Context: an optimization exercise on an open-source flow, tuned for small area. The choices shown serve that exercise and are no tape-out recipe.
Function was checked by simulation only, so behaviour that the tests miss may differ from the original.
No driver is modelled on the clock port, so clocking that relies on it looks cheaper here than on a real chip.
Power is estimated from default activity; no workload was simulated.

===== flow/config.mk =====
export PLATFORM = sky130hd
export DESIGN_NAME = timer
export DESIGN_NICKNAME = timer
export VERILOG_FILES = /design/flow/design.v
export SDC_FILE = /design/flow/constraint.sdc
export NUM_CORES = 4
export LEC_CHECK = 0
export CAP_MARGIN = 0
export CORE_MARGIN = 2
export CORE_UTILIZATION = 40
export SLEW_MARGIN = 0

===== flow/constraint.sdc =====
create_clock -name core_clock -period 5.0 [get_ports {clk}]
set_input_delay 1.0000 -clock core_clock [delete_from_list [all_inputs] [get_ports {clk}]]
set_output_delay 1.0000 -clock core_clock [all_outputs]
set_load 0.01 [all_outputs]

===== flow/design.v =====
`default_nettype none
module timer (
    input wire clk,
    input wire reset_n,
    input wire cs,
    input wire we,
    input  wire [ 7 : 0] address,
    input  wire [31 : 0] write_data,
    output wire [31 : 0] read_data,
    output wire          ready
);
  localparam ADDR_CTRL = 8'h08;
  localparam ADDR_STATUS = 8'h09;
  localparam ADDR_PRESCALER = 8'h0a;
  localparam ADDR_TIMER = 8'h0b;
  reg  [31 : 0] prescaler_reg;
  reg           prescaler_valid;
  reg  [31 : 0] timer_reg;
  reg           timer_valid;
  reg  [31 : 0] prescaler_ctr;
  reg           prescaler_ctr_valid;
  reg  [31 : 0] timer_ctr;
  reg           timer_ctr_valid;
  reg           running_reg;
  reg           pending_reg;
  wire          wr = cs & we;
  wire          rd = cs & ~we;
  wire          wr_ctrl = wr & (address == ADDR_CTRL);
  wire          wr_prescaler = wr & (address == ADDR_PRESCALER) & ~running_reg;
  wire          wr_timer = wr & (address == ADDR_TIMER) & ~running_reg;
  wire          start = pending_reg & ~running_reg;
  wire          stop = pending_reg & running_reg;
  wire          tick = ~prescaler_ctr_valid | (prescaler_ctr[31 : 1] == 31'h0);
  wire          last = ~timer_ctr_valid | (timer_ctr[31 : 1] == 31'h0);
  wire          cont = running_reg & ~stop & ~(tick & last);
  wire          running_new = running_reg ? cont : start;
  wire [31 : 0] timer_new = wr_timer ? write_data : timer_reg;
  reg  [31 : 0] timer_flip;
  integer i;
  always @* begin
    timer_flip[0] = running_reg & tick;
    for (i = 1; i < 32; i = i + 1) timer_flip[i] = timer_flip[i-1] & ~timer_ctr[i-1];
  end
  always @(posedge clk) begin
    if (wr_prescaler) prescaler_reg <= write_data;
    timer_reg <= timer_new;
    if (!running_reg || tick) begin
      prescaler_ctr       <= prescaler_reg;
      prescaler_ctr_valid <= prescaler_valid;
    end
    else prescaler_ctr <= prescaler_ctr - 1'h1;
    if (!running_new) timer_ctr <= timer_new;
    else timer_ctr <= timer_ctr - {31'h0, running_reg & tick};
    if (!reset_n) begin
      prescaler_valid <= 1'h0;
      timer_valid     <= 1'h0;
      timer_ctr_valid <= 1'h0;
      running_reg     <= 1'h0;
      pending_reg     <= 1'h0;
    end
    else begin
      prescaler_valid <= prescaler_valid | wr_prescaler;
      timer_valid     <= timer_valid | wr_timer;
      if (!running_new) timer_ctr_valid <= timer_valid | wr_timer;
      running_reg     <= running_new;
      pending_reg     <= wr_ctrl & (running_new ? write_data[1] : write_data[0]);
    end
  end
  wire sel_status = rd & (address == ADDR_STATUS);
  wire sel_prescaler = rd & (address == ADDR_PRESCALER) & prescaler_valid;
  wire sel_timer = rd & (address == ADDR_TIMER) & timer_ctr_valid;
  assign read_data = ({32{sel_prescaler}} & prescaler_reg) |
                     ({32{sel_timer}} & timer_ctr) |
                     {31'h0, sel_status & running_reg};
  assign ready = cs;
endmodule   

===== flow/flow/run.sh =====
#!/bin/bash
# Standard ORFS layout (the standard.sh) with these changes:
#  - synthesis maps logic with an area-oriented ABC script (flow/synth.tcl, flow/area.abc);
#  - ports are buffered with buf_1;
#  - a hand-built clock tree (flow/cts_tree.tcl): one clkbuf_8 root driving
#    CLOCK_TREE_LEAVES clkbuf_8 leaves, each driving one cluster of flip-flops;
#  - after placement repair, cells off the critical paths are downsized (flow/post_resize.tcl).
set -euo pipefail
HERE=$(pwd)
export AREA_ABC_SCRIPT=$HERE/flow/area.abc
export BUFFER_PORTS_ARGS="-buffer_cell sky130_fd_sc_hd__buf_1"
export CLOCK_TREE_LEAVES=10
export PRE_CTS_TCL=$HERE/flow/cts_tree.tcl
# TritonCTS then only looks at the clock port's net, which has a single sink, and skips it.
export CTS_ARGS="-clk_nets clk -buf_list sky130_fd_sc_hd__clkbuf_8"
export POST_RESIZE_TCL=$HERE/flow/post_resize.tcl
sed "s#SYNTH_SCRIPT=[^ ]*#SYNTH_SCRIPT=$HERE/flow/synth.tcl#" standard.sh > my_standard.sh
grep -q "SYNTH_SCRIPT=$HERE/flow/synth.tcl" my_standard.sh
bash my_standard.sh > standard.log 2>&1

===== flow/flow/area.abc =====
&get -n
&st
&syn2
&dch
&nf -R 1000
&st
&syn2
&dch
&nf -R 1000
&put
topo
stime -c

===== flow/flow/cts_tree.tcl =====
# PRE_CTS hook: build the clock tree by hand. The flip-flops are split into
# CLOCK_TREE_LEAVES k-means clusters of about equal size; each cluster gets a clkbuf_8 at its
# centre, and one clkbuf_8 root at the centre of the leaves drives them all, so the clock
# port drives a single cell pin. TritonCTS then finds no clock net left to buffer.
proc manual_clock_tree { nb cell rootcell } {
  set block [ord::get_db_block]
  set clknet [$block findNet clk]
  set sinks {}
  foreach it [$clknet getITerms] {
    set inst [$it getInst]
    set bb [$inst getBBox]
    lappend sinks [list $it [expr {([$bb xMin] + [$bb xMax]) / 2}] [expr {([$bb yMin] + [$bb yMax]) / 2}]]
  }
  set n [llength $sinks]
  set srt [lsort -integer -command {apply {{a b} {expr {([lindex $a 1]+[lindex $a 2]) - ([lindex $b 1]+[lindex $b 2])}}}} $sinks]
  set cen {}
  for {set g 0} {$g < $nb} {incr g} {
    set s [lindex $srt [expr {(2 * $g + 1) * $n / (2 * $nb)}]]
    lappend cen [list [lindex $s 1] [lindex $s 2]]
  }
  set cap [expr {($n + $nb - 1) / $nb + 2}]
  for {set iter 0} {$iter < 30} {incr iter} {
    # balanced assignment: nearest centre first, with a size cap per cluster
    set pairs {}
    set i 0
    foreach s $sinks {
      set g 0
      foreach c $cen {
        set d [expr {abs([lindex $s 1] - [lindex $c 0]) + abs([lindex $s 2] - [lindex $c 1])}]
        lappend pairs [list $d $i $g]
        incr g
      }
      incr i
    }
    set pairs [lsort -integer -index 0 $pairs]
    set asg [lrepeat $n -1]
    set cnt [lrepeat $nb 0]
    foreach p $pairs {
      lassign $p d i g
      if {[lindex $asg $i] >= 0} continue
      if {[lindex $cnt $g] >= $cap} continue
      lset asg $i $g
      lset cnt $g [expr {[lindex $cnt $g] + 1}]
    }
    set newcen {}
    for {set g 0} {$g < $nb} {incr g} {
      set sx 0; set sy 0; set k 0
      for {set i 0} {$i < $n} {incr i} {
        if {[lindex $asg $i] == $g} {
          set s [lindex $sinks $i]
          set sx [expr {$sx + [lindex $s 1]}]; set sy [expr {$sy + [lindex $s 2]}]; incr k
        }
      }
      if {$k > 0} { lappend newcen [list [expr {$sx / $k}] [expr {$sy / $k}]] } else { lappend newcen [lindex $cen $g] }
    }
    set cen $newcen
  }
  set master [[ord::get_db] findMaster $cell]
  set rx 0; set ry 0
  for {set g 0} {$g < $nb} {incr g} {
    set buf [odb::dbInst_create $block $master "clkbuf_leaf_$g"]
    set net [odb::dbNet_create $block "clknet_leaf_$g"]
    $net setSigType CLOCK
    $buf setLocation [lindex $cen $g 0] [lindex $cen $g 1]
    $buf setPlacementStatus PLACED
    [$buf findITerm X] connect $net
    set rx [expr {$rx + [lindex $cen $g 0]}]; set ry [expr {$ry + [lindex $cen $g 1]}]
  }
  set root [odb::dbInst_create $block [[ord::get_db] findMaster $rootcell] "clkbuf_root"]
  set rnet [odb::dbNet_create $block "clknet_root"]
  $rnet setSigType CLOCK
  $root setLocation [expr {$rx / $nb}] [expr {$ry / $nb}]
  $root setPlacementStatus PLACED
  [$root findITerm X] connect $rnet
  for {set g 0} {$g < $nb} {incr g} {
    [[$block findInst "clkbuf_leaf_$g"] findITerm A] connect $rnet
  }
  for {set i 0} {$i < $n} {incr i} {
    set it [lindex $sinks $i 0]
    $it disconnect
    $it connect [$block findNet "clknet_leaf_[lindex $asg $i]"]
  }
  [$root findITerm A] connect $clknet
  puts "manual clock tree: $n sinks, $nb leaves, cluster sizes $cnt"
}

manual_clock_tree $::env(CLOCK_TREE_LEAVES) sky130_fd_sc_hd__clkbuf_8 sky130_fd_sc_hd__clkbuf_8

===== flow/flow/post_resize.tcl =====
# Downsize cells off the critical paths to recover area.
repair_timing -recover_power 100 -setup_margin 0.3

===== flow/flow/synth.tcl =====
# synth_recipe.tcl with one change: ABC maps the logic with flow/area.abc, an area-oriented
# script, instead of ORFS's speed script. Registers are mapped before ABC, so they stay the
# same as in the standard synthesis.
proc synth {args} { yosys synth -nofsm -noshare {*}$args }
proc abc {args} {
  set i [lsearch -exact $args -script]
  if { $i >= 0 } { lset args [expr {$i + 1}] $::env(AREA_ABC_SCRIPT) }
  yosys abc {*}$args
}
source $::env(SCRIPTS_DIR)/synth.tcl
# left out here: clear keep_hierarchy, flatten, clean up, hide names made inside functions, write 1_2_yosys.v

===== flow/standard.sh =====
#!/bin/bash
# synth_recipe.tcl (not shown) runs the flow's synth.tcl, then flattens the netlist and writes it again
# the make line also repeats each setting of config.mk as NAME=value (left out here)
make -C /OpenROAD-flow-scripts/flow DESIGN_CONFIG=/design/flow/config.mk WORK_HOME=/design/flow/orfs CLKGATE_MAP_FILE= SYNTH_SCRIPT=/design/flow/synth_recipe.tcl "${@:-finish}"

==> results of run 1 <==
metrics by stage:
step | setup TNS, ps | setup WS, ps | power (uW) | hold WS [ps] | utilization [%]
detailed placement | 0 | 434.0 | 1219 | 428.3 | 45.19
global route | 0 | 342.3 | 1781 | 469.6 | 46.69
CTS | 0 | 433.3 | 1608 | 429.8 | 46.33
global placement | 0 | 830.3 | 1218 | 420.2 | 45.46
finish | 0 | 846.6 | 1721 | 445.7 | 46.69
floorplan | -25600 | -406.2 | 1188 | 410.9 | -
power by group through the flow:
| stage | registers [uW] | clock network [uW] | logic [uW] |
|---|---|---|---|
| after global routing | 1140 | 576 | 69.7 |
| after CTS | 1160 | 388 | 61.5 |
| after floorplan | 1160 | 0 | 32.8 |
| after global placement | 1160 | 0 | 59.6 |
| after detailed placement | 1160 | 0 | 61.1 |
| final | 1130 | 527 | 61.1 |
synth_stat cells, drive strengths merged, types with 2 or more instances:
cell type  number  share of area [%]
nand3           8               0.73
and2            2               0.23
xor2           13                2.1
nor4b           3               0.48
xnor2          35                5.6
nor3           20                1.8
clkinv         10               0.68
o21a            3               0.41
a31oi          11                1.3
nand2b          2               0.23
nand4           3               0.34
o31ai           2               0.27
nor2           84                5.7
or2             4               0.46
a21oi          42                3.8
ha              3               0.68
o21ai          18                1.6
or4             3               0.41
a22o           31                4.9
o41ai           4               0.64
or3             9                1.0
edfxtp         33                 18
nand2         130                8.9
dfxtp         101                 37
nor4            7               0.80
layout make-up:
class	instances	area (um^2)
buffer	11	151.4
fill	1327	7116
inverter	10	37.54
multi-input combinational	449	2442
sequential	134	3013
tap	176	220.2
timing repair buffer	85	367.9
worst max path at each step:
| stage | from | endpoint | slack [ps] | cells past startpoint |
|---|---|---|---|---|
| final | prescaler_ctr[10]$_DFF_P_ | timer_ctr[30]$_DFF_P_ | 850 | 15 |
| after global routing | prescaler_ctr[10]$_DFF_P_ | timer_ctr[30]$_DFF_P_ | 340 | 15 |
| after CTS | address[2] | read_data[19] | 430 | 9 |
| after detailed placement | address[2] | read_data[19] | 430 | 9 |
| after global placement | prescaler_ctr[10]$_DFF_P_ | timer_ctr[28]$_DFF_P_ | 830 | 15 |
| after floorplan | address[2] | read_data[10] | -410 | 6 |
per-layer routing:
layer | GRT usage, % | wire length, um
met1 | 25.74 | 6374
met2 | 32.02 | 6508
met3 | 1.551 | 547
met5 | 0 | 0
met4 | 2.514 | 167
critical path: cells and delay by family (launching register included):
kind	cells	cell delay, ps
AOI/OAI and AO/OA	2	450
buffers and inverters	1	110
DFF	1	340
adders and majority gates	2	360
xor gates and xnor gates	1	150
and+or+nand+nor	9	2600
cells by family (layout without fill, tap and decap cells):
family,after synthesis,in the layout,share of synthesized area [%]
muxes,1,1,0.1822
xor gates and xnor gates,48,48,7.652
DFF,134,134,54.84
adders and majority gates,3,3,0.6833
and+or+nand+nor,281,281,22.02
buffers and inverters,11,106,0.8200
AOI/OAI and AO/OA,116,116,13.80
==> metrics.yaml, run 1 <==
status: "complete, no violations"
antenna_found_initial: 0
fp.dieW_um: 121.2
placed_area_um2: 6032
drt_wl_total_um: 13600
ys.flop_type: "dfxtp_1"
fin_cells: 865
io_buffer_count: 76
pwr-share-seq_pct: 65.9
cts_hold_buf: 0
final_cell_mix: "nand2_1 (130), dfxtp_1 (101), nor2_1 (82)"
power.leakage_uw: 0.002249
grt_max_degree: 42
yosysWarnings: 1
via_count: 4515
dp_cells: 852
max_stage_delay_ps: 480
p_int_uw: 1345
crit_slowest_cell: "nor3b_1"
hold-path-cell-count: 2
crit_chain: "or3_1, nor4_1, nand3_1, o21ai_0, clkinv_1, nor2_1, ha_1, ha_1, nor3b_1, nand2_1, nor2_1, nand3_1, nor4_1, xnor2_1, o21ai_0"
cp-end-kind: "register"
switching_share_pct: 21.87
dieArea_um2: 14690
post_cts.repair.setup_buffers: 0
start_util_pct: 41.16
synthToLayoutAreaGrowth_pct: 13.44
timing.rr.end: "timer_ctr[30]$_DFF_P_"
stdcell_area_um2: 6232
ir_drop_mv: 0.1209
async_flop_share_pct: 0
mostFrequentLayoutCell: "nand2_1"
min_period_ps: 4153
clk_pin_slew_ps: 100
overflow: 0
max_freq_mhz: 240.8
r2r_start: "prescaler_ctr[10]$_DFF_P_"
ys_seq_area_share_pct: 54.84
power_density_nw_per_um2: 276.2
slew_headroom_pct: 11.95
crit_fanout: 5
syn_avg_cell_area_um2: 9.249
clk_latency_ps: 410
hold_end: "timer_reg[9]$_DFF_P_"
synth_edf_count: 33
setup_violations: 0
p_switching_uw: 376.5
ys_seq_elements: 134
ys_types: 38
drv_cap: 0
post_drt_wl_per_cell_um: 15.72
reg2regPathDepth: 15
criticalPathCategory: "register to register"
post_cts_resized: 0
grt_pass1_vias: 4536
skew_ps: 30.03
drt_iter0_markers: 289
die_y_um: 121.2
core-area_um2: 13350
worst_slew_pin_slew_ps: 1321
rsz0062_at_grt: "false"
n_antenna_cell: 0
drive_gt1_share_pct: 3.048
worstPathRequired_ps: 5270
ios: 77
first_pass_iters: 5
slew_violations: 0
final_hold_viol_count: 0
start_kind: "register"
ant_nets: 0
detailed_place_hpwl_um: 9540
clkPwrFrac_pct: 30.6
pwr-share-comb_pct: 3.6
grt_pass1_wl_um: 22410
viasPerCell: 5.220
period_share_pct: 83.07
crit_arrival_ps: 4420
final_nets: 738
netlist_area_um2: 5494
place.gp.congestion: 0.8207
min_path_type: "register to register"
grtUsageTotal_pct: 18.44
row_count: 42
min-delay-start: "timer_reg[9]$_DFF_P_"
syn_inst: 594
drc: 0
timing.reg2reg.setup_slack_ps: 850
==> run 2: changes to the inputs <==
--- a/flow/config.mk
+++ b/flow/config.mk
@@ -8,4 +8,5 @@
 export CAP_MARGIN = 0
 export CORE_MARGIN = 2
 export CORE_UTILIZATION = 40
+export GPL_TIMING_DRIVEN = 0
 export SLEW_MARGIN = 0
==> metrics.yaml, run 2 <==
status: "complete, no violations"
fillCellCount: 1366
ant_nets: 0
final_nets: 739
netlist_area_um2: 5494
grt_pass1_wl_um: 21240
worstPathRequired_ps: 5300
synthToLayoutAreaGrowth_pct: 13.71
ys_seq_area_share_pct: 54.84
drc: 0
crit_fanout: 5
dp_cells: 855
drv_cap: 0
yosys-top-cells-area: "dfxtp_1 (37%), edfxtp_1 (18%), nand2_1 (8.9%)"
ys_seq_elements: 134
criticalPathCategory: "register to register"
power.leakage_uw: 0.002250
max_freq_mhz: 232.3
dr_wl_met2_um: 6168
min_period_ps: 4305
mostFrequentLayoutCell: "nand2_1"
drt_wl_total_um: 13080
synthTopCellsByCount: "nand2_1 (130), dfxtp_1 (101), nor2_1 (84)"
top_layer_used: "met4"
slew_violations: 0
fp.dieW_um: 121.2
start_util_pct: 41.16
grt_pass1_vias: 4293
skew_ps: 31.73
syn_avg_cell_area_um2: 9.249
ir_drop_mv: 0.1411
timing.reg2reg.setup_slack_ps: 700
cts_hold_buf: 0
crit_arrival_ps: 4610
worst_slew_pin_slew_ps: 920.2
multi_input_area_um2: 2475
post_drt_wl_per_cell_um: 15.10
antenna_found_initial: 0
fin_util_pct: 46.80
drive_gt1_share_pct: 3.768
n_antenna_cell: 0
async_flop_share_pct: 0
yosysTopAreaCell: "dfxtp_1"
row_count: 42
cp-end-kind: "register"
viasPerCell: 5.081
clk_latency_ps: 410
rsz0062_at_grt: "false"
regArea_um2: 3013
overflow: 0
synth_most_common_cell: "nand2_1"
place.gp.congestion: 0.7743
min_path_type: "register to register"
grtUsageTotal_pct: 17.56
dr_wl_met3_um: 588
synth_edf_count: 33
final_cell_mix: "nand2_1 (130), dfxtp_1 (101), nor2_1 (82)"
die_y_um: 121.2
ys.flop_type: "dfxtp_1"
start_kind: "register"
period_share_pct: 86.10
clk_pin_slew_ps: 100
final_hold_viol_count: 0
detailed_place_hpwl_um: 9223
core-area_um2: 13350
met1_length_um: 6174
slew_headroom_pct: 38.18
syn_inst: 594
fin_cells: 866
synth_top_area_share_pct: 36.80
first_pass_iters: 4
io_buffer_count: 76
ios: 77
dieArea_um2: 14690
power_density_nw_per_um2: 274.9
setup_violations: 0
via_count: 4400
ys_types: 38
grt_max_degree: 42
yosysWarnings: 1
drt_iter0_markers: 250
[run 2: cell counts after synthesis]
No cell type changed its count.
[run 2: worst max-delay path, stage by stage (launching register included)]
cell,delay [ps]
dfxtp_1,350
or3_1,390
nor4_1,450
nand3_1,180
o21ai_0,430
clkinv_1,120
nor2_1,130
ha_1,190
ha_1,180
nor3b_2,390
nand2_1,280
nor2_1,320
nand3_1,240
nor4_1,330
xnor2_1,150
o21ai_0,80
[run 2: final timing paths]
path                            start               endpoint  depth (start not counted)
min              timer_reg[2]$_DFF_P_   timer_reg[2]$_DFF_P_                          2
max reg2reg  prescaler_ctr[9]$_DFF_P_  timer_ctr[28]$_DFF_P_                         15
min reg2reg      timer_reg[2]$_DFF_P_   timer_reg[2]$_DFF_P_                          2
max          prescaler_ctr[9]$_DFF_P_  timer_ctr[28]$_DFF_P_                         15
[run 2: routing by layer]
layer,track usage [%],vias to the layer above
li1,-,2280
met1,24.59,2035
met2,30.27,76
met3,1.786,9
met4,2.155,0
met5,0,-
[run 2: repair_timing]
action                     4_1_cts  5_1_grt
resized for setup                0        1
buffers inserted                 0        0
setup endpoints to repair        0        1
[run 2: cell type report]
class                      count  area share [%]
tap                          176           3.525
multi-input combinational    449           39.62
buffer                        12           2.544
sequential                   134           48.23
timing repair buffer          85           5.488
inverter                      10          0.6008
[run 2: per-stage QoR]
step	setup slack, ps	instance area (um^2)	total power [uW]	setup TNS, ps	hold WS [ps]
after CTS	422.3	6225	1609	0	427.2
after floorplan	-406.2	5494	1188	-25600	410.9
after detailed placement	425.0	6073	1220	0	426.8
final	695.1	6247	1717	0	442.7
after global placement	-3001	6000	1218	-185700	419.0
after global routing	272.9	6247	1786	0	463.8
[run 2: power by group]
part | internal [uW] | switching, uW | total (uW)
Clock | 197 | 325 | 522
Sequential | 1120 | 10.5 | 1130
Combinational | 24.7 | 37.3 | 62.0
Total | 1340 | 372 | 1720
[run 2: logic make-up after synthesis]
logic type,after synthesis,share of synthesized area [%]
compound gates,116,13.80
xor+xnor,48,7.652
fa+ha+maj,3,0.6833
buf+inv,11,0.8200
flops,134,54.84
mux,1,0.1822
simple gates,281,22.02
==> run 3: changes to the inputs <==
--- a/flow/flow/run.sh
+++ b/flow/flow/run.sh
@@ -9,7 +9,7 @@
 HERE=$(pwd)
 export AREA_ABC_SCRIPT=$HERE/flow/area.abc
 export BUFFER_PORTS_ARGS="-buffer_cell sky130_fd_sc_hd__buf_1"
-export CLOCK_TREE_LEAVES=10
+export CLOCK_TREE_LEAVES=8
 export PRE_CTS_TCL=$HERE/flow/cts_tree.tcl
 # TritonCTS then only looks at the clock port's net, which has a single sink, and skips it.
 export CTS_ARGS="-clk_nets clk -buf_list sky130_fd_sc_hd__clkbuf_8"
--- a/flow/config.mk
+++ b/flow/config.mk
@@ -8,5 +8,4 @@
 export CAP_MARGIN = 0
 export CORE_MARGIN = 2
 export CORE_UTILIZATION = 40
-export GPL_TIMING_DRIVEN = 0
 export SLEW_MARGIN = 0
==> metrics.yaml, run 3 <==
grt_pass1_wl_um: 22430
drive_gt1_share_pct: 2.766
ys_types: 38
final_nets: 736
slew_headroom_pct: 12.94
ys_seq_area_share_pct: 54.84
overflow: 0
syn_inst: 594
start_kind: "register"
slew_violations: 0
regArea_um2: 3013
netlist_area_um2: 5494
cts_hold_buf: 0
drc: 0
via_count: 4478
worstPathRequired_ps: 5270
pwr-share-comb_pct: 3.6
status: "complete, no violations"
first_pass_iters: 5
ys.flop_type: "dfxtp_1"
power.leakage_uw: 0.002235
final_cell_mix: "nand2_1 (130), dfxtp_1 (101), nor2_1 (82)"
synth_top_area_share_pct: 36.80
skew_ps: 28.66
multi_input_area_um2: 2442
drt_iter0_markers: 288
switching_share_pct: 21.88
n_antenna_cell: 0
power_density_nw_per_um2: 270.4
grtUsageTotal_pct: 18.47
syn_avg_cell_area_um2: 9.249
final_hold_viol_count: 0
ant_nets: 0
min_period_ps: 4188
cp-end-kind: "register"
crit_arrival_ps: 4460
fin_util_pct: 46.48
setup_violations: 0
yosysWarnings: 1
io_buffer_count: 76
drv_cap: 0
crit_fanout: 5
p_switching_uw: 367.1
pwr-share-seq_pct: 67.6
synth_most_common_cell: "nand2_1"
ios: 77
dp_cells: 852
start_util_pct: 41.16
clk_latency_ps: 400
synth_edf_count: 33
detailed_place_hpwl_um: 9540
post_cts.repair.setup_buffers: 0
post_cts_resized: 0
ir_drop_mv: 0.1401
clk_pin_slew_ps: 110
async_flop_share_pct: 0
mostFrequentLayoutCell: "nand2_1"
max_freq_mhz: 238.8
p_int_uw: 1311
criticalPathCategory: "register to register"
place.gp.congestion: 0.8207
antenna_found_initial: 0
grt_pass1_vias: 4481
yosys-top-cells-area: "dfxtp_1 (37%), edfxtp_1 (18%), nand2_1 (8.9%)"
fillCellCount: 1331
min_path_type: "register to register"
row_count: 42
clkPwrFrac_pct: 28.8
yosysTopAreaCell: "dfxtp_1"
viasPerCell: 5.189
rsz0062_at_grt: "false"
core-area_um2: 13350
fin_cells: 863
die_y_um: 121.2
post_drt_wl_per_cell_um: 15.75
dieArea_um2: 14690
ys_seq_elements: 134
grt_max_degree: 42
fp.dieW_um: 121.2
drt_wl_total_um: 13600
period_share_pct: 83.76
worst_slew_pin_slew_ps: 1306
synthToLayoutAreaGrowth_pct: 12.94
synthTopCellsByCount: "nand2_1 (130), dfxtp_1 (101), nor2_1 (84)"
-- run 3: final cells by class --
class                           instances  share of cell area, %
Inverter                               10                 0.6050
Sequential cell                       134                  48.56
Tap cell                              176                  3.549
Multi-Input combinational cell        449                  39.36
Buffer                                  9                  1.996
Timing Repair Buffer                   85                  5.929
-- run 3: critical path, cell delays in order, from the launching register on --
cell	delay, ps
dfxtp_1	350
or3_1	400
nor4_1	390
nand3_1	170
o21ai_0	370
clkinv_1	110
nor2_1	100
ha_1	170
ha_1	190
nor3b_1	480
nand2_1	300
nor2_1	260
nand3_1	220
nor4_1	330
xnor2_1	150
o21ai_0	80
-- run 3: final timing paths --
check                            start               endpoint  slack [ps]  cells past startpoint
max          prescaler_ctr[10]$_DFF_P_  timer_ctr[30]$_DFF_P_         810                     15
min               timer_reg[8]$_DFF_P_   timer_reg[8]$_DFF_P_         450                      2
max reg2reg  prescaler_ctr[10]$_DFF_P_  timer_ctr[30]$_DFF_P_         810                     15
min reg2reg       timer_reg[8]$_DFF_P_   timer_reg[8]$_DFF_P_         450                      2
-- run 3: metrics by stage --
| step | hold WS (ps) | setup TNS [ps] | setup WS [ps] | total power [uW] | cell area, um^2 |
|---|---|---|---|---|---|
| after floorplan | 410.9 | -25600 | -406.2 | 1188 | 5494 |
| after global placement | 420.2 | 0 | 830.3 | 1218 | 6068 |
| after detailed placement | 428.3 | 0 | 434.0 | 1219 | 6032 |
| after CTS | 429.8 | 0 | 433.4 | 1568 | 6156 |
| after global routing | 469.4 | 0 | 354.9 | 1744 | 6205 |
| final | 448.2 | 0 | 811.8 | 1678 | 6205 |
-- run 3: cells by family after synthesis --
logic type,after synthesis,share of synthesized area (%)
AO/OA/AOI/OAI,116,13.80
XOR/XNOR,48,7.652
adder cells (fa/ha/maj),3,0.6833
buffers and inverters,11,0.8200
flip-flops,134,54.84
multiplexers,1,0.1822
AND/OR/NAND/NOR,281,22.02
-- run 3: power by group through the flow --
stage | Combinational [uW] | Clock (uW) | Sequential [uW]
final | 60.9 | 483 | 1130
after global routing | 69.7 | 538 | 1140
after CTS | 61.4 | 348 | 1160
after detailed placement | 61.1 | 0 | 1160
after global placement | 59.6 | 0 | 1160
after floorplan | 32.8 | 0 | 1160
-- run 3: layer usage --
metal	wire [um]	global-route usage [%]	part of all wire [%]
met1	6509	26.10	48
met2	6399	31.88	47
met3	531	1.692	3.9
met4	156	1.940	1.1
met5	0	0	0
==> run 4: changes to the inputs <==
--- a/flow/flow/run.sh
+++ b/flow/flow/run.sh
@@ -9,7 +9,7 @@
 HERE=$(pwd)
 export AREA_ABC_SCRIPT=$HERE/flow/area.abc
 export BUFFER_PORTS_ARGS="-buffer_cell sky130_fd_sc_hd__buf_1"
-export CLOCK_TREE_LEAVES=8
+export CLOCK_TREE_LEAVES=10
 export PRE_CTS_TCL=$HERE/flow/cts_tree.tcl
 # TritonCTS then only looks at the clock port's net, which has a single sink, and skips it.
 export CTS_ARGS="-clk_nets clk -buf_list sky130_fd_sc_hd__clkbuf_8"
--- a/flow/config.mk
+++ b/flow/config.mk
@@ -5,7 +5,7 @@
 export SDC_FILE = /design/flow/constraint.sdc
 export NUM_CORES = 4
 export LEC_CHECK = 0
-export CAP_MARGIN = 0
+export CAP_MARGIN = 20
 export CORE_MARGIN = 2
 export CORE_UTILIZATION = 40
-export SLEW_MARGIN = 0
+export SLEW_MARGIN = 20
==> metrics.yaml, run 4 <==
drt_iter0_markers: 323
yosysWarnings: 1
power_density_nw_per_um2: 275.0
synth_most_common_cell: "nand2_1"
pwr-share-seq_pct: 65.9
multi_input_area_um2: 2447
slew_violations: 0
crit_arrival_ps: 4550
grt_pass1_vias: 4536
start_kind: "register"
grt_pass1_wl_um: 22410
yosys-top-cells-area: "dfxtp_1 (37%), edfxtp_1 (18%), nand2_1 (8.9%)"
worst_slew_pin_slew_ps: 957.9
clkPwrFrac_pct: 30.5
dp_cells: 852
switching_share_pct: 21.78
final_nets: 738
die_y_um: 121.2
netlist_area_um2: 5494
row_count: 42
max_freq_mhz: 233.2
syn_avg_cell_area_um2: 9.249
ys_types: 38
overflow: 0
fin_cells: 865
skew_ps: 29.75
hold_ws_ps: 445.6
drc: 0
criticalPathCategory: "register to register"
n_antenna_cell: 0
pwr-share-comb_pct: 3.6
post_drt_wl_per_cell_um: 15.70
drv_cap: 0
ys_seq_area_share_pct: 54.84
post_cts.repair.setup_buffers: 0
io_buffer_count: 76
clk_pin_slew_ps: 100
viasPerCell: 5.220
worstPathRequired_ps: 5270
crit_fanout: 5
min_path_type: "register to register"
status: "complete, no violations"
fillCellCount: 1322
regArea_um2: 3013
synth_top_area_share_pct: 36.80
ant_nets: 0
rsz0062_at_grt: "false"
yosysTopAreaCell: "dfxtp_1"
cts_hold_buf: 0
min_period_ps: 4288
grt_max_degree: 42
pre_cts_ws_ps: 434.0
ys.flop_type: "dfxtp_1"
synthTopCellsByCount: "nand2_1 (130), dfxtp_1 (101), nor2_1 (84)"
async_flop_share_pct: 0
p_int_uw: 1345
ys_seq_elements: 134
ios: 77
antenna_found_initial: 0
p_switching_uw: 374.5
cp-end-kind: "register"
synthToLayoutAreaGrowth_pct: 13.78
ir_drop_mv: 0.1190
first_pass_iters: 5
mostFrequentLayoutCell: "nand2_1"
syn_inst: 594
clk_latency_ps: 410
core-area_um2: 13350
post_cts_resized: 0
grtUsageTotal_pct: 18.44
power.leakage_uw: 0.002257
final_hold_viol_count: 0
fp.dieW_um: 121.2
drive_gt1_share_pct: 3.193
period_share_pct: 85.76
start_util_pct: 41.16
place.gp.congestion: 0.8207
fin_ws_ps: 711.9
slew_headroom_pct: 36.14
final_cell_mix: "nand2_1 (130), dfxtp_1 (101), nor2_1 (82)"
setup_violations: 0
detailed_place_hpwl_um: 9540
via_count: 4515
dieArea_um2: 14690
synth_edf_count: 33
drt_wl_total_um: 13580
==> run 4: metal layers <==
layer  wire [um]  global-route usage, %  vias to the layer above  share of wire [%]
met2        6465                  32.02                       79                 48
li1            -                      -                     2293                  -
met5           0                      0                        -                  0
met1        6382                  25.74                     2127                 47
met4         167                  2.514                        0                1.2
met3         565                  1.551                       16                4.2
==> run 4: final cells by class <==
cell class / count / area share, %
Multi-Input combinational cell: 449 / 39.15
Sequential cell: 134 / 48.20
Buffer: 11 / 2.422
Tap cell: 176 / 3.523
Inverter: 10 / 0.6005
Timing Repair Buffer: 85 / 6.105
==> run 4: cells by family after synthesis <==
| kind of cell | count (synthesis) | share of synthesized area, % |
|---|---|---|
| compound gates | 116 | 13.80 |
| xor+xnor | 48 | 7.652 |
| fa+ha+maj | 3 | 0.6833 |
| buf+inv | 11 | 0.8200 |
| flops | 134 | 54.84 |
| mux | 1 | 0.1822 |
| simple gates | 281 | 22.02 |
==> run 4: path summary, 6_finish.rpt <==
kind / startpoint / to / slack (ps) / cells past startpoint
setup reg to reg: prescaler_ctr[10]$_DFF_P_ / timer_ctr[28]$_DFF_P_ / 710 / 15
hold / removal: timer_reg[9]$_DFF_P_ / timer_reg[9]$_DFF_P_ / 450 / 2
hold reg to reg: timer_reg[9]$_DFF_P_ / timer_reg[9]$_DFF_P_ / 450 / 2
setup / recovery: prescaler_ctr[10]$_DFF_P_ / timer_ctr[28]$_DFF_P_ / 710 / 15
==> run 4: power by group through the flow <==
stage | Clock, uW | Combinational [uW] | Sequential, uW
2_1_floorplan | 0 | 32.8 | 1160
3_3_place_gp | 0 | 59.6 | 1160
3_5_place_dp | 0 | 61.1 | 1160
4_1_cts | 388 | 61.5 | 1160
5_1_grt | 576 | 69.7 | 1140
6_report | 525 | 61.2 | 1130
==> run 4: through the flow <==
stage	utilization [%]	area (um^2)	setup TNS, ps	total power, uW
2_1_floorplan	-	5494	-25600	1188
3_5_place_dp	45.19	6032	0	1219
3_3_place_gp	45.46	6068	0	1218
4_1_cts	46.33	6183	0	1608
6_report	46.83	6251	0	1719
5_1_grt	46.83	6251	0	1781
==> run 4: critical path, stage by stage (launching register included) <==
cell	delay [ps]
dfxtp_1	340
or3_1	400
nor4_1	380
nand3_1	170
o21ai_0	480
clkinv_1	130
nor2_1	110
ha_1	170
ha_1	190
nor3b_1	480
nand2_1	300
nor2_1	260
nand3_1	220
nor4_1	300
xnor2_1	150
o21ai_0	80
==> run 5: changes to the inputs <==
--- a/flow/flow/run.sh
+++ b/flow/flow/run.sh
@@ -4,7 +4,7 @@
 #  - ports are buffered with buf_1;
 #  - a hand-built clock tree (flow/cts_tree.tcl): one clkbuf_8 root driving
 #    CLOCK_TREE_LEAVES clkbuf_8 leaves, each driving one cluster of flip-flops;
-#  - after placement repair, cells off the critical paths are downsized (flow/post_resize.tcl).
+
 set -euo pipefail
 HERE=$(pwd)
 export AREA_ABC_SCRIPT=$HERE/flow/area.abc
@@ -13,7 +13,7 @@
 export PRE_CTS_TCL=$HERE/flow/cts_tree.tcl
 # TritonCTS then only looks at the clock port's net, which has a single sink, and skips it.
 export CTS_ARGS="-clk_nets clk -buf_list sky130_fd_sc_hd__clkbuf_8"
-export POST_RESIZE_TCL=$HERE/flow/post_resize.tcl
+
 sed "s#SYNTH_SCRIPT=[^ ]*#SYNTH_SCRIPT=$HERE/flow/synth.tcl#" standard.sh > my_standard.sh
 grep -q "SYNTH_SCRIPT=$HERE/flow/synth.tcl" my_standard.sh
 bash my_standard.sh > standard.log 2>&1
--- a/flow/config.mk
+++ b/flow/config.mk
@@ -5,7 +5,7 @@
 export SDC_FILE = /design/flow/constraint.sdc
 export NUM_CORES = 4
 export LEC_CHECK = 0
-export CAP_MARGIN = 20
+export CAP_MARGIN = 0
 export CORE_MARGIN = 2
 export CORE_UTILIZATION = 40
-export SLEW_MARGIN = 20
+export SLEW_MARGIN = 0
removed: flow/flow/post_resize.tcl
==> metrics.yaml, run 5 <==
dp_cells: 852
post_cts_resized: 0
power.leakage_uw: 0.002242
crit_fanout: 5
syn_inst: 594
async_flop_share_pct: 0
mostFrequentLayoutCell: "nand2_1"
overflow: 0
muxShareOfSynthArea_pct: 0.1822
slew_headroom_pct: 45.11
path_buf_inv: 1
row_count: 42
crit_slowest_cell: "o21ai_0"
crit_arrival_ps: 4570
path_delay_family: "simple AND/OR/NAND/NOR gates"
synth_simple_gate_area_share_pct: 22.02
min_path_type: "register to register"
ios: 77
cp-end-kind: "register"
first_pass_iters: 4
detailed_place_hpwl_um: 9551
ys_seq_area_share_pct: 54.84
max_stage_delay_ps: 470
final_nets: 736
drc: 0
synthTopCellsByCount: "nand2_1 (130), dfxtp_1 (101), nor2_1 (84)"
clk_pin_slew_ps: 100
drt_iter0_markers: 358
start_util_pct: 41.16
yosys-top-cells-area: "dfxtp_1 (37%), edfxtp_1 (18%), nand2_1 (8.9%)"
cts_hold_buf: 0
antenna_found_initial: 0
setup_violations: 0
skew_ps: 29.05
ys_seq_elements: 134
grt_pass1_vias: 4476
synth_most_common_cell: "nand2_1"
post_drt_wl_per_cell_um: 15.67
clk_latency_ps: 420
start_kind: "register"
synth_xor_area_share_pct: 7.652
hold_ws_ps: 446.7
yosysWarnings: 1
synth-adder-area-share_pct: 0.6832
worst_slew_pin_slew_ps: 823.3
synth_top_area_share_pct: 36.80
syn_avg_cell_area_um2: 9.249
post_cts.repair.setup_buffers: 0
grtUsageTotal_pct: 18.41
regArea_um2: 3013
rsz0062_at_grt: "false"
max_freq_mhz: 233.3
criticalPathCategory: "register to register"
finalSetupTns_ps: 0
dieArea_um2: 14690
drt_wl_total_um: 13530
grt_pass1_wl_um: 22290
worstPathRequired_ps: 5280
crit_chain: "or3_1, nor4_1, nand3_1, o21ai_0, clkinv_1, nor2_1, ha_1, ha_1, nor3b_1, nand2_1, nor2_1, nand3_1, nor4_1, xnor2_1, o21ai_0"
drv_cap: 0
grt_max_degree: 42
multi_input_area_um2: 2460
io_buffer_count: 76
synthToLayoutAreaGrowth_pct: 13.21
ys_types: 38
netlist_area_um2: 5494
core-area_um2: 13350
synth-compound-area-share_pct: 13.80
fillCellCount: 1345
synth_top_family_by_area: "simple AND/OR/NAND/NOR gates"
power_density_nw_per_um2: 276.0
final_cell_mix: "nand2_1 (130), dfxtp_1 (101), nor2_1 (82)"
viasPerCell: 5.171
final_hold_viol_count: 0
ys.flop_type: "dfxtp_1"
drive_gt1_share_pct: 3.348
fin_cells: 863
yosysTopAreaCell: "dfxtp_1"
place.gp.congestion: 0.8207
min_period_ps: 4287
slew_violations: 0
status: "complete, no violations"
fin_util_pct: 46.60
via_count: 4463
ir_drop_mv: 0.1374
synth_edf_count: 33
n_antenna_cell: 0
ant_nets: 0
fp.dieW_um: 121.2
period_share_pct: 85.73
die_y_um: 121.2
[run 5: cell counts after synthesis]
Identical to the previous run, type by type.
[run 5: cell type report]
| class | count | area share [%] |
|---|---|---|
| Timing Repair Buffer | 83 | 5.431 |
| Buffer | 11 | 2.434 |
| Sequential cell | 134 | 48.44 |
| Inverter | 10 | 0.6035 |
| Tap cell | 176 | 3.541 |
| Multi-Input combinational cell | 449 | 39.55 |
[run 5: worst paths after layout]
path,from,to,slack [ps],cells after the start
worst max register to register,prescaler_ctr[10]$_DFF_P_,timer_ctr[28]$_DFF_P_,710,15
worst min-delay path,timer_reg[9]$_DFF_P_,timer_reg[9]$_DFF_P_,450,2
worst min register to register,timer_reg[9]$_DFF_P_,timer_reg[9]$_DFF_P_,450,2
worst max-delay path,prescaler_ctr[10]$_DFF_P_,timer_ctr[28]$_DFF_P_,710,15
[run 5: cell families (layout without fill, tap and decap cells)]
family                   after synthesis  after routing
XOR/XNOR                              48             48
buffers and inverters                 11            104
AND/OR/NAND/NOR                      281            281
flip-flops                           134            134
AO/OA/AOI/OAI                        116            116
multiplexers                           1              1
adder cells (fa/ha/maj)                3              3
[run 5: layer usage]
layer | GRT usage, % | share of wire, % | vias up
met1 | 25.98 | 47 | 2103
met3 | 1.786 | 4.0 | 12
li1 | - | - | 2273
met2 | 31.60 | 47 | 75
met4 | 2.227 | 1.2 | 0
met5 | 0 | 0 | -
[run 5: report_power, final]
group	internal [uW]	switching, uW	leakage (uW)
Sequential	1120	10.7	0.00113
Combinational	24.3	36.6	0.00104
Clock	197	325	0.0000791
[run 5: worst reg2reg max path, stage by stage (launching register included)]
cell and delay (ps):
dfxtp_1 340, or3_1 400, nor4_1 390, nand3_1 160, o21ai_0 470, clkinv_1 120
nor2_1 110, ha_1 180, ha_1 190, nor3b_1 460, nand2_1 300, nor2_1 270
nand3_1 220, nor4_1 300, xnor2_1 150, o21ai_0 80
[run 5: metrics by stage]
| stage | power, uW | area, um^2 | setup slack [ps] |
|---|---|---|---|
| after detailed placement | 1220 | 6068 | 744.9 |
| after floorplan | 1188 | 5494 | -406.2 |
| after global placement | 1218 | 6068 | 830.3 |
| final | 1717 | 6220 | 713.4 |
| after CTS | 1608 | 6220 | 745.4 |
| after global routing | 1788 | 6220 | 194.4 |
==> run 6: changes to the inputs <==
--- a/flow/flow/run.sh
+++ b/flow/flow/run.sh
@@ -9,7 +9,7 @@
 HERE=$(pwd)
 export AREA_ABC_SCRIPT=$HERE/flow/area.abc
 export BUFFER_PORTS_ARGS="-buffer_cell sky130_fd_sc_hd__buf_1"
-export CLOCK_TREE_LEAVES=10
+export CLOCK_TREE_LEAVES=9
 export PRE_CTS_TCL=$HERE/flow/cts_tree.tcl
 # TritonCTS then only looks at the clock port's net, which has a single sink, and skips it.
 export CTS_ARGS="-clk_nets clk -buf_list sky130_fd_sc_hd__clkbuf_8"
==> metrics.yaml, run 6 <==
status: "complete, no violations"
finalSetupTns_ps: 0
grtUsageTotal_pct: 18.56
drv_cap: 0
place.gp.congestion: 0.8207
setup_violations: 0
detailed_place_hpwl_um: 9551
r2r_start: "prescaler_ctr[10]$_DFF_P_"
synth-adder-area-share_pct: 0.6832
fin_util_pct: 46.49
crit_arrival_ps: 4540
max_freq_mhz: 236.0
synth_top_area_share_pct: 36.80
antenna_found_initial: 0
die_y_um: 121.2
worstPathRequired_ps: 5300
post_drt_wl_per_cell_um: 15.91
core-area_um2: 13350
crit_end: "timer_ctr[28]$_DFF_P_"
path_delay_family: "simple AND/OR/NAND/NOR gates"
ys_seq_elements: 134
drt_iter0_markers: 305
n_antenna_cell: 0
reg2regPathDepth: 15
grt_pass1_wl_um: 22400
pre_cts_ws_ps: 744.9
synth_most_common_cell: "nand2_1"
min_path_type: "register to register"
drive_gt1_share_pct: 3.207
cp-end-kind: "register"
ys.flop_type: "dfxtp_1"
grt_max_degree: 42
final_cell_mix: "nand2_1 (130), dfxtp_1 (101), nor2_1 (82)"
drc: 0
power.leakage_uw: 0.002235
ant_nets: 0
synth_edf_count: 33
synth_xor_area_share_pct: 7.652
async_flop_share_pct: 0
power_density_nw_per_um2: 276.6
slew_violations: 0
ys_types: 38
mostFrequentLayoutCell: "nand2_1"
start_kind: "register"
top_layer_used: "met4"
fillCellCount: 1349
rsz0062_at_grt: "false"
worst-path-stages: 15
final_nets: 735
slew_headroom_pct: 43.68
clk_pin_slew_ps: 100
regArea_um2: 3013
synth_simple_gate_area_share_pct: 22.02
io_buffer_count: 76
criticalPathCategory: "register to register"
drt_wl_total_um: 13720
timing.reg2reg.setup_slack_ps: 760
syn_inst: 594
skew_ps: 29.44
ios: 77
dieArea_um2: 14690
yosysTopAreaCell: "dfxtp_1"
overflow: 0
crit_fanout: 5
grt_pass1_vias: 4494
synth_top_family_by_area: "simple AND/OR/NAND/NOR gates"
synthToLayoutAreaGrowth_pct: 12.96
start_util_pct: 41.16
clk_latency_ps: 430
met1_length_um: 6545
synthTopCellsByCount: "nand2_1 (130), dfxtp_1 (101), nor2_1 (84)"
netlist_area_um2: 5494
fp.dieW_um: 121.2
yosysWarnings: 1
multi_input_area_um2: 2460
hold_ws_ps: 448.9
ys_seq_area_share_pct: 54.84
period_share_pct: 84.75
syn_avg_cell_area_um2: 9.249
max_stage_delay_ps: 470
crit_slowest_cell: "o21ai_0"
timing.rr.end: "timer_ctr[28]$_DFF_P_"
min_period_ps: 4238
row_count: 42
viasPerCell: 5.230
path_buf_inv: 1
final_hold_viol_count: 0
yosys-top-cells-area: "dfxtp_1 (37%), edfxtp_1 (18%), nand2_1 (8.9%)"
post_cts_resized: 0
synth-compound-area-share_pct: 13.80
first_pass_iters: 4
startpoint: "prescaler_ctr[10]$_DFF_P_"
fin_ws_ps: 762.3
post_cts.repair.setup_buffers: 0
worst_slew_pin_slew_ps: 844.8
via_count: 4508
ir_drop_mv: 0.1416
dr_wl_met3_um: 434
crit_chain: "or3_1, nor4_1, nand3_1, o21ai_0, clkinv_1, nor2_1, ha_1, ha_1, nor3b_1, nand2_1, nor2_1, nand3_1, nor4_1, xnor2_1, o21ai_0"
cts_hold_buf: 0
dr_wl_met2_um: 6456
muxShareOfSynthArea_pct: 0.1822
-- run 6: cell types whose count changed in the layout (fill, tap and decap cells not counted) --
cell      delta
clkbuf_8     -1
-- run 6: cells by family (layout without fill, tap and decap cells) --
| kind of cell | count (synthesis) | in the layout |
|---|---|---|
| multiplexers | 1 | 1 |
| XOR/XNOR | 48 | 48 |
| buffers and inverters | 11 | 103 |
| AND/OR/NAND/NOR | 281 | 281 |
| adder cells (fa/ha/maj) | 3 | 3 |
| AO/OA/AOI/OAI | 116 | 116 |
| flip-flops | 134 | 134 |
-- run 6: stage by stage --
stage                     cell area (um^2)  total power [uW]  cells
after floorplan                       5494              1188    594
after global placement                6068              1218    852
after detailed placement              6068              1220    852
after CTS                             6206              1588    862
after global routing                  6206              1773    862
final                                 6206              1716    862
-- run 6: how the worst min path moves through the flow --
stage	cells past startpoint	startpoint	endpoint	slack, ps
floorplan	2	timer_reg[17]$_DFF_P_	timer_reg[17]$_DFF_P_	410
global placement	2	timer_reg[17]$_DFF_P_	timer_reg[17]$_DFF_P_	420
detailed placement	2	timer_reg[1]$_DFF_P_	timer_reg[1]$_DFF_P_	430
CTS	2	timer_reg[3]$_DFF_P_	timer_reg[3]$_DFF_P_	430
global route	2	timer_reg[28]$_DFF_P_	timer_reg[28]$_DFF_P_	470
finish	2	timer_reg[8]$_DFF_P_	timer_reg[8]$_DFF_P_	450
-- run 6: cell type report --
type                    count  share of cell area, %
flip-flops and latches    134                  48.55
multi-input cells         449                  39.64
repair buffers             83                  5.444
well taps                 176                  3.548
plain buffers              10                  2.218
inverters                  10                 0.6048
-- run 6: layer usage --
| metal | track usage, % | vias to the layer above |
|---|---|---|
| met5 | 0 | - |
| met4 | 3.592 | 0 |
| met3 | 1.410 | 16 |
| met2 | 31.71 | 70 |
| met1 | 26.01 | 2147 |
| li1 | - | 2275 |
-- run 6: worst reg2reg max path, cell delays in order (launching register included) --
cell,delay (ps)
dfxtp_1,340
or3_1,400
nor4_1,380
nand3_1,160
o21ai_0,470
clkinv_1,130
nor2_1,110
ha_1,180
ha_1,190
nor3b_1,460
nand2_1,300
nor2_1,270
nand3_1,220
nor4_1,300
xnor2_1,150
o21ai_0,80
-- run 6: power by group --
part / internal, uW / leakage, uW / total (uW) / switching [uW]
sequential: 1120 / 0.00113 / 1130 / 10.7
clock: 181 / 0.0000719 / 522 / 341
combinational: 24.3 / 0.00104 / 60.9 / 36.6
==> run 7: changes to the inputs <==
--- a/flow/flow/run.sh
+++ b/flow/flow/run.sh
@@ -9,7 +9,7 @@
 HERE=$(pwd)
 export AREA_ABC_SCRIPT=$HERE/flow/area.abc
 export BUFFER_PORTS_ARGS="-buffer_cell sky130_fd_sc_hd__buf_1"
-export CLOCK_TREE_LEAVES=9
+export CLOCK_TREE_LEAVES=8
 export PRE_CTS_TCL=$HERE/flow/cts_tree.tcl
 # TritonCTS then only looks at the clock port's net, which has a single sink, and skips it.
 export CTS_ARGS="-clk_nets clk -buf_list sky130_fd_sc_hd__clkbuf_8"
==> metrics.yaml, run 7 <==
status: "complete, no violations"
p_int_uw: 1311
placed_area_um2: 6068
start_util_pct: 41.16
top_layer_used: "met4"
hold_end: "timer_reg[8]$_DFF_P_"
p_switching_uw: 365.8
dr_wl_met2_um: 6442
grt_max_degree: 42
synth_most_common_cell: "nand2_1"
synth_edf_count: 33
power_density_nw_per_um2: 270.7
post_cts.repair.setup_buffers: 0
detailed_place_hpwl_um: 9551
ys_types: 38
final_nets: 734
worst_slew_pin_slew_ps: 841.5
netlist_area_um2: 5494
crit_chain: "or3_1, nor4_1, nand3_1, o21ai_0, clkinv_1, nor2_1, ha_1, ha_1, nor3b_1, nand2_1, nor2_1, nand3_1, nor4_1, xnor2_1, o21ai_0"
io_buffer_count: 76
drt_wl_total_um: 13570
cp-end-kind: "register"
switching_share_pct: 21.82
synthTopCellsByCount: "nand2_1 (130), dfxtp_1 (101), nor2_1 (84)"
hold-path-cell-count: 2
drc: 0
ys_seq_elements: 134
synth_top_area_share_pct: 36.80
skew_ps: 21.51
drive_gt1_share_pct: 3.066
max_freq_mhz: 235.6
fin_cells: 861
crit_arrival_ps: 4530
core-area_um2: 13350
min_period_ps: 4245
pwr-share-seq_pct: 67.6
place.gp.congestion: 0.8207
synth-adder-area-share_pct: 0.6832
crit_fanout: 5
synth_xor_area_share_pct: 7.652
fp.dieW_um: 121.2
syn_inst: 594
startpoint: "prescaler_ctr[10]$_DFF_P_"
ir_drop_mv: 0.1472
synthToLayoutAreaGrowth_pct: 12.71
worstPathRequired_ps: 5280
grt_pass1_wl_um: 22220
synth_top_family_by_area: "simple AND/OR/NAND/NOR gates"
hold_ws_ps: 449.0
rsz0062_at_grt: "false"
crit_slowest_cell: "o21ai_0"
fillCellCount: 1341
first_pass_iters: 4
timing.reg2reg.setup_slack_ps: 760
clkPwrFrac_pct: 28.7
power.leakage_uw: 0.002228
pwr-share-comb_pct: 3.6
muxShareOfSynthArea_pct: 0.1822
pre_cts_ws_ps: 744.9
period_share_pct: 84.89
final_cell_mix: "nand2_1 (130), dfxtp_1 (101), nor2_1 (82)"
grtUsageTotal_pct: 18.32
clk_latency_ps: 410
slew_violations: 0
clk_pin_slew_ps: 100
setup_violations: 0
slew_headroom_pct: 43.90
stdcell_area_um2: 6192
viasPerCell: 5.214
row_count: 42
yosysTopAreaCell: "dfxtp_1"
fin_ws_ps: 755.3
dieArea_um2: 14690
overflow: 0
criticalPathCategory: "register to register"
ant_nets: 0
drt_iter0_markers: 308
syn_avg_cell_area_um2: 9.249
finalSetupTns_ps: 0
antenna_found_initial: 0
dp_cells: 852
min_path_type: "register to register"
r2r_start: "prescaler_ctr[10]$_DFF_P_"
die_y_um: 121.2
post_drt_wl_per_cell_um: 15.76
yosysWarnings: 1
drv_cap: 0
yosys-top-cells-area: "dfxtp_1 (37%), edfxtp_1 (18%), nand2_1 (8.9%)"
mostFrequentLayoutCell: "nand2_1"
final_hold_viol_count: 0
ys_seq_area_share_pct: 54.84
via_count: 4489
min-delay-start: "timer_reg[8]$_DFF_P_"
post_cts_resized: 0
grt_pass1_vias: 4485
async_flop_share_pct: 0
timing.rr.end: "timer_ctr[30]$_DFF_P_"
start_kind: "register"
synth_simple_gate_area_share_pct: 22.02
dr_wl_met3_um: 463
ios: 77
reg2regPathDepth: 15
cts_hold_buf: 0
ys.flop_type: "dfxtp_1"
synth-compound-area-share_pct: 13.80
met1_length_um: 6486
n_antenna_cell: 0
max_stage_delay_ps: 470
## run 7: cell count changes in the layout (fill, tap and decap cells not counted)
cell and delta:
clkbuf_8 -1
## run 7: kinds of logic after synthesis
family,after synthesis
buffers and inverters,11
muxes,1
DFF,134
and+or+nand+nor,281
adders and majority gates,3
xor gates and xnor gates,48
AOI/OAI and AO/OA,116
## run 7: worst max path at each step
stage / slack (ps) / end / cells past startpoint
2_1_floorplan: -410 / read_data[10] / 6
3_3_place_gp: 830 / timer_ctr[28]$_DFF_P_ / 15
3_5_place_dp: 740 / timer_ctr[30]$_DFF_P_ / 15
4_1_cts: 750 / timer_ctr[30]$_DFF_P_ / 15
5_1_grt: 210 / timer_ctr[30]$_DFF_P_ / 15
6_report: 760 / timer_ctr[30]$_DFF_P_ / 15
## run 7: stage by stage
stage / util [%] / total power (uW)
finish: 46.39 / 1676
global placement: 45.46 / 1218
global route: 46.39 / 1739
CTS: 46.39 / 1568
detailed placement: 45.46 / 1220
floorplan: - / 1188
## run 7: power by group through the flow
stage / Clock [uW] / Combinational [uW] / Sequential [uW]
after global routing: 533 / 69.9 / 1140
after floorplan: 0 / 32.8 / 1160
after CTS: 348 / 61.6 / 1160
after detailed placement: 0 / 61.2 / 1160
final: 482 / 61.1 / 1130
after global placement: 0 / 59.6 / 1160
## run 7: final cells by class
| class | instances | area (um^2) | share of cell area, % |
|---|---|---|---|
| timing repair buffer | 83 | 337.8 | 5.456 |
| tap | 176 | 220.2 | 3.556 |
| inverter | 10 | 37.54 | 0.6062 |
| multi-input combinational | 449 | 2460 | 39.73 |
| sequential | 134 | 3013 | 48.66 |
| buffer | 9 | 123.9 | 2.000 |
## run 7: worst max-delay path: cells and delay by family (launching register included)
family	cells	cell delay (ps)
xor gates and xnor gates	1	150
adders and majority gates	2	370
AOI/OAI and AO/OA	2	550
and+or+nand+nor	9	2590
buffers and inverters	1	120
DFF	1	340
## run 7: per-layer routing
metal / global-route usage, % / up-vias
li1: - / 2271
met1: 25.59 / 2125
met2: 31.53 / 78
met3: 1.692 / 15
met4: 2.802 / 0
met5: 0 / -
==> run 8: changes to the inputs <==
--- a/flow/flow/run.sh
+++ b/flow/flow/run.sh
@@ -1,6 +1,7 @@
 #!/bin/bash
 # Standard ORFS layout (the standard.sh) with these changes:
 #  - synthesis maps logic with an area-oriented ABC script (flow/synth.tcl, flow/area.abc);
+#  - floorplan skips its wire-load-model timing repair;
 #  - ports are buffered with buf_1;
 #  - a hand-built clock tree (flow/cts_tree.tcl): one clkbuf_8 root driving
 #    CLOCK_TREE_LEAVES clkbuf_8 leaves, each driving one cluster of flip-flops;
@@ -8,6 +9,9 @@
 set -euo pipefail
 HERE=$(pwd)
 export AREA_ABC_SCRIPT=$HERE/flow/area.abc
+# Floorplan: only remove synthesis buffers; its timing repair sizes cells up against
+# wire-load estimates that placement shows are not needed.
+export REMOVE_ABC_BUFFERS=1
 export BUFFER_PORTS_ARGS="-buffer_cell sky130_fd_sc_hd__buf_1"
 export CLOCK_TREE_LEAVES=8
 export PRE_CTS_TCL=$HERE/flow/cts_tree.tcl
==> metrics.yaml, run 8 <==
syn_avg_cell_area_um2: 9.249
grt_pass1_vias: 4419
max_stage_delay_ps: 470
ys_types: 38
pre_cts_ws_ps: 1038
power_density_nw_per_um2: 268.9
criticalPathCategory: "register to register"
synthTopCellsByCount: "nand2_1 (130), dfxtp_1 (101), nor2_1 (84)"
grt_max_degree: 37
detailed_place_hpwl_um: 10030
synth_top_area_share_pct: 36.80
crit_arrival_ps: 4210
ys_seq_area_share_pct: 54.84
place.gp.congestion: 0.8007
mostFrequentLayoutCell: "nand2_1"
row_count: 42
n_antenna_cell: 0
power.leakage_uw: 0.002253
ios: 77
ir_drop_mv: 0.1663
die_y_um: 121.2
ys_seq_elements: 134
via_count: 4515
grtUsageTotal_pct: 18.43
final_cell_mix: "nand2_1 (130), dfxtp_1 (101), nor2_1 (82)"
yosysWarnings: 1
status: "complete, no violations"
post_drt_wl_per_cell_um: 15.92
worst_slew_pin_slew_ps: 919.2
cp-end-kind: "register"
skew_ps: 24.32
crit_fanout: 5
synth_most_common_cell: "nand2_1"
period_share_pct: 78.74
drive_gt1_share_pct: 3.623
io_buffer_count: 76
yosys-top-cells-area: "dfxtp_1 (37%), edfxtp_1 (18%), nand2_1 (8.9%)"
max_freq_mhz: 254.0
fillCellCount: 1343
grt_pass1_wl_um: 22090
fin_ws_ps: 1063
stdcell_area_um2: 6228
yosysTopAreaCell: "dfxtp_1"
setup_violations: 0
placed_area_um2: 6105
post_cts.repair.setup_buffers: 0
r2r_start: "prescaler_ctr[10]$_DFF_P_"
overflow: 0
viasPerCell: 5.214
synth_edf_count: 33
crit_slowest_cell: "o21ai_0"
ys.flop_type: "dfxtp_1"
start_kind: "register"
core-area_um2: 13350
timing.reg2reg.setup_slack_ps: 1060
finalSetupTns_ps: 0
start_util_pct: 41.16
dieArea_um2: 14690
slew_headroom_pct: 38.31
min-delay-start: "timer_reg[27]$_DFF_P_"
drv_cap: 0
clk_pin_slew_ps: 90
min_path_type: "register to register"
rsz0062_at_grt: "false"
final_nets: 739
clk_latency_ps: 400
netlist_area_um2: 5494
fp.dieW_um: 121.2
drc: 0
antenna_found_initial: 0
worstPathRequired_ps: 5270
crit_chain: "or3_1, nor4_1, nand3_1, o21ai_0, clkinv_1, nor2_1, ha_1, ha_1, nor3b_1, buf_4, nand2_1, nor2_1, nand3_1, nor4_1, xnor2_1, o21ai_0"
async_flop_share_pct: 0
final_hold_viol_count: 0
first_pass_iters: 4
slew_violations: 0
fin_util_pct: 46.66
min_period_ps: 3937
synthToLayoutAreaGrowth_pct: 13.37
syn_inst: 594
drt_wl_total_um: 13790
drt_iter0_markers: 244
startpoint: "prescaler_ctr[10]$_DFF_P_"
cts_hold_buf: 0
post_cts_resized: 0
ant_nets: 0
-- run 8: cell counts after synthesis --
No cell type changed its count.
-- run 8: power breakdown --
part | leakage (uW) | total (uW) | internal [uW] | switching [uW]
logic | 0.00106 | 61.0 | 24.3 | 36.6
clock network | 0.0000647 | 480 | 164 | 317
registers | 0.00113 | 1130 | 1120 | 10.9
-- run 8: layout make-up --
class	instances	area [um^2]	share of cell area (%)
Tap cell	176	220.2	3.536
Inverter	10	37.54	0.6027
Timing Repair Buffer	88	375.4	6.027
Multi-Input combinational cell	449	2459	39.47
Buffer	9	123.9	1.989
Sequential cell	134	3013	48.37
-- run 8: final timing paths --
| check | to | cells after the start |
|---|---|---|
| hold / removal | timer_reg[27]$_DFF_P_ | 2 |
| setup reg to reg | timer_ctr[30]$_DFF_P_ | 16 |
| hold reg to reg | timer_reg[27]$_DFF_P_ | 2 |
| setup / recovery | timer_ctr[30]$_DFF_P_ | 16 |
-- run 8: worst max-delay path: cells and delay by family (launching register included) --
family | cells | cell delay, ps
AO/OA/AOI/OAI | 2 | 550
XOR/XNOR | 1 | 160
adder cells (fa/ha/maj) | 2 | 360
buffers and inverters | 2 | 290
flip-flops | 1 | 340
AND/OR/NAND/NOR | 9 | 2150
-- run 8: kinds of logic after synthesis --
group / share of synthesized area, %
and+or+nand+nor: 22.02
adders and majority gates: 0.6833
AOI/OAI and AO/OA: 13.80
buffers and inverters: 0.8200
muxes: 0.1822
xor gates and xnor gates: 7.652
DFF: 54.84
-- run 8: stage by stage --
step	cells	power [uW]	hold slack (ps)
finish	866	1675	446.7
global route	866	1743	473.6
CTS	866	1568	427.9
detailed placement	857	1219	427.6
global placement	857	1217	420.4
floorplan	593	1188	410.9
-- run 8: per-layer routing --
layer  global-route usage (%)  vias up  part of all wire (%)
li1                         -     2273                     -
met1                    25.55     2156                    47
met2                    32.41       84                    48
met3                    1.739        2                   4.7
met4                    1.796        0                  0.29
met5                        0        -                     0

-- afterwards: timing with drivers on the ports --
Ports are ideal in the flow. The routed layouts listed here were re-timed in OpenROAD. Step 1 sets driving cells, clkbuf_16 on the clock port and buf_2 on the other inputs (assumed; they add their load-dependent delay and slew). Step 2 times the ports against the registers' clock, not the clock port: input delays grow and output delays shrink by t, the midpoint of the rising clock arrivals with the driver on. a / b / c = ideal / step 1 / step 2; a / b = the first two.
run | shift t [ns] | slack for setup (ns) | hold slack, ns | worst setup path after step 2
run 1 | 0.429 | 0.847 / 0.847 / 0.847 | 0.446 / 0.446 / 0.446 | register to register
run 2 | 0.430 | 0.695 / 0.695 / 0.695 | 0.443 / 0.443 / 0.443 | register to register
run 3 | 0.419 | 0.812 / 0.812 / 0.812 | 0.448 / 0.448 / 0.448 | register to register
run 4 | 0.428 | 0.712 / 0.712 / 0.712 | 0.446 / 0.446 / 0.446 | register to register
run 5 | 0.433 | 0.713 / 0.713 / 0.713 | 0.447 / 0.447 / 0.447 | register to register
run 6 | 0.444 | 0.762 / 0.762 / 0.762 | 0.449 / 0.449 / 0.449 | register to register
run 7 | 0.427 | 0.755 / 0.755 / 0.755 | 0.449 / 0.449 / 0.449 | register to register
run 8 | 0.419 | 1.063 / 1.063 / 1.063 | 0.447 / 0.447 / 0.447 | register to register
After both steps every run listed still meets setup and hold.
